From an optimization exercise on the open Yosys and OpenROAD flow, aimed at small area and a short achievable clock period; shortcuts taken in it are not production practice.
In this exercise RTL edits were held to simulation tests only and were not proved equivalent to the original.

== job 2127 ==
==> flow/design.v (excerpt) <==
module ntt_butterfly
#(
    parameter REG_SIZE = 23
)
(
    input  wire                 clk,
    input  wire                 reset_n,
    input  wire                 zeroize,
    input  wire [2:0]           mode,
    input  wire                 accumulate,
    input  wire                 mlkem,
    input  wire  [REG_SIZE-1:0] opu_i,
    input  wire  [REG_SIZE-1:0] opv_i,
    input  wire  [REG_SIZE-1:0] opw_i,
    output logic [REG_SIZE-1:0] u_o,
    output logic [REG_SIZE-1:0] v_o,
    output logic [REG_SIZE-1:0] pwm_res_o,
    output logic [REG_SIZE-1:0] pairwm_mul_red_o
);
Settings: LEC_CHECK=0, ABC_AREA=1, CAP_MARGIN=20, CORE_MARGIN=2, CORE_UTILIZATION=40, SETUP_SLACK_MARGIN=4.5, SLEW_MARGIN=20; clock period 13.0 ns.
run.sh (not shown) runs the stock make flow with config.mk's settings and CLKGATE_MAP_FILE= SYNTH_SCRIPT=/design/flow/synth_recipe.tcl, a recipe that flattens the netlist after the stock synthesis.
Job 2127 completed end to end with timing, DRC and antenna clean.
diff inputs: job 2127 => job 7372
- SETUP_SLACK_MARGIN now 5, was 4.5
### Flow results
Summary of job 7372 over job 2127: synthesis-to-layout area growth higher, critical path depth lower, number of search-and-repair iterations in the first detailed-routing pass higher, last weighted congestion value of the routability-driven placer lower, final standard cell utilization of the core higher. Job 7372 supports a higher top clock frequency than job 2127.
Modified inputs, job 6260 compared to job 7372
- CTS_BUF_LIST: unset -> sky130_fd_sc_hd__clkbuf_4 sky130_fd_sc_hd__clkbuf_8
==> flow/flow/run.sh (new file) <==
#!/bin/bash
# Standard layout; the port buffers use the smallest buffer cell (the resizer
# still upsizes any that timing or slew needs).
set -euo pipefail
bash standard.sh SETUP_SLACK_MARGIN=5.5 "BUFFER_PORTS_ARGS=-buffer_cell sky130_fd_sc_hd__buf_1" finish > standard.log 2>&1
==> flow/standard.sh (new file) <==
#!/bin/bash
# synth_recipe.tcl (not shown) runs the flow's synth.tcl, then flattens the netlist and writes it again
# the make line also repeats each setting of config.mk as NAME=value (left out here)
make -C /OpenROAD-flow-scripts/flow DESIGN_CONFIG=/design/flow/config.mk WORK_HOME=/design/flow/orfs CLKGATE_MAP_FILE= SYNTH_SCRIPT=/design/flow/synth_recipe.tcl "${@:-finish}"
removed: flow/run.sh
Findings:
- Job 6260 finished every step from synthesis to the final layout, and the layout passed the timing, DRC and antenna checks.
- Job 6260 falls short of job 7372 in worst setup skew after layout.
- Comparing job 6260 and job 7372, first-pass GRT wire length is higher on job 6260.
- Looking at via count, job 6260 sits 1.9% higher than job 7372 does.
- A timing startpoint of the critical path of btwo_r[3]$_DFF_PN0_ is what job 7372 shows, while bone_r[2]$_DFF_PN0_ belongs to job 6260.
- Diff job 7372 -> job 6260: footprint of the flip-flops and latches saw little to no change; worst-case reg-to-reg path depth up about 20%; worst hold margin held steady; finished layout cell area grew by 3.3%.
For job 7278, these inputs were changed with respect to job 6260:
- CTS_BUF_LIST removed (was sky130_fd_sc_hd__clkbuf_4 sky130_fd_sc_hd__clkbuf_8)
==> flow/flow/run.sh <==
#!/bin/bash
# Standard layout; the port buffers use the smallest buffer cell (the resizer
# still upsizes any that timing or slew needs).
set -euo pipefail
bash standard.sh "BUFFER_PORTS_ARGS=-buffer_cell sky130_fd_sc_hd__buf_1" finish > standard.log 2>&1
==> comparison <==
Job 7278 vs job 6260 — worst setup slack dropped 300 ps. [compare] base=job 6260 new=job 7278: width of the chip essentially unchanged; number of non-clock inverters in the layout lower. Job 6260 has a higher all-layer global routing usage than job 7278. Per the comparison of job 7278 with job 6260, final critical-path required period increased by 300 ps relative to the old numbers; stage delay of the slowest cell on the critical path has increased.

[separate check: timing with driven ports]
How much do the figures lean on ideal ports? The routed layouts below were timed once more, with nothing changed but the port constraints.
Step 1: set_driving_cell puts a clkbuf_16 on clk and a buf_2 on each other input, an assumption about the parent block.
Step 2 moves the port delays by t, midway between the first and last clock arrival at a register: inputs arrive t later, outputs are due t later. That takes back most of the time a late clock gives input paths.
Three values: ideal, step 1, step 2; two values: the first two.
run | shift t [ns] | slack for setup (ns) | slew at the worst register clock pin (ns) | worst data-port slew with drivers (ns)
job 2127 | 0.660 | 4.820 / 4.820 / 4.704 | 0.08 / 0.08 | 0.05
job 7372 | 0.664 | 5.187 / 5.187 / 4.921 | 0.08 / 0.08 | 0.05
job 6260 | 0.722 | 5.440 / 5.440 / 5.440 | 0.08 / 0.08 | 0.04
job 7278 | 0.672 | 5.145 / 5.145 / 5.145 | 0.07 / 0.07 | 0.04
After both steps every run listed still meets setup and hold. The setup slack of job 7372, which loses most, moves by 0.000 ns with the drivers and by -0.266 ns with both steps.
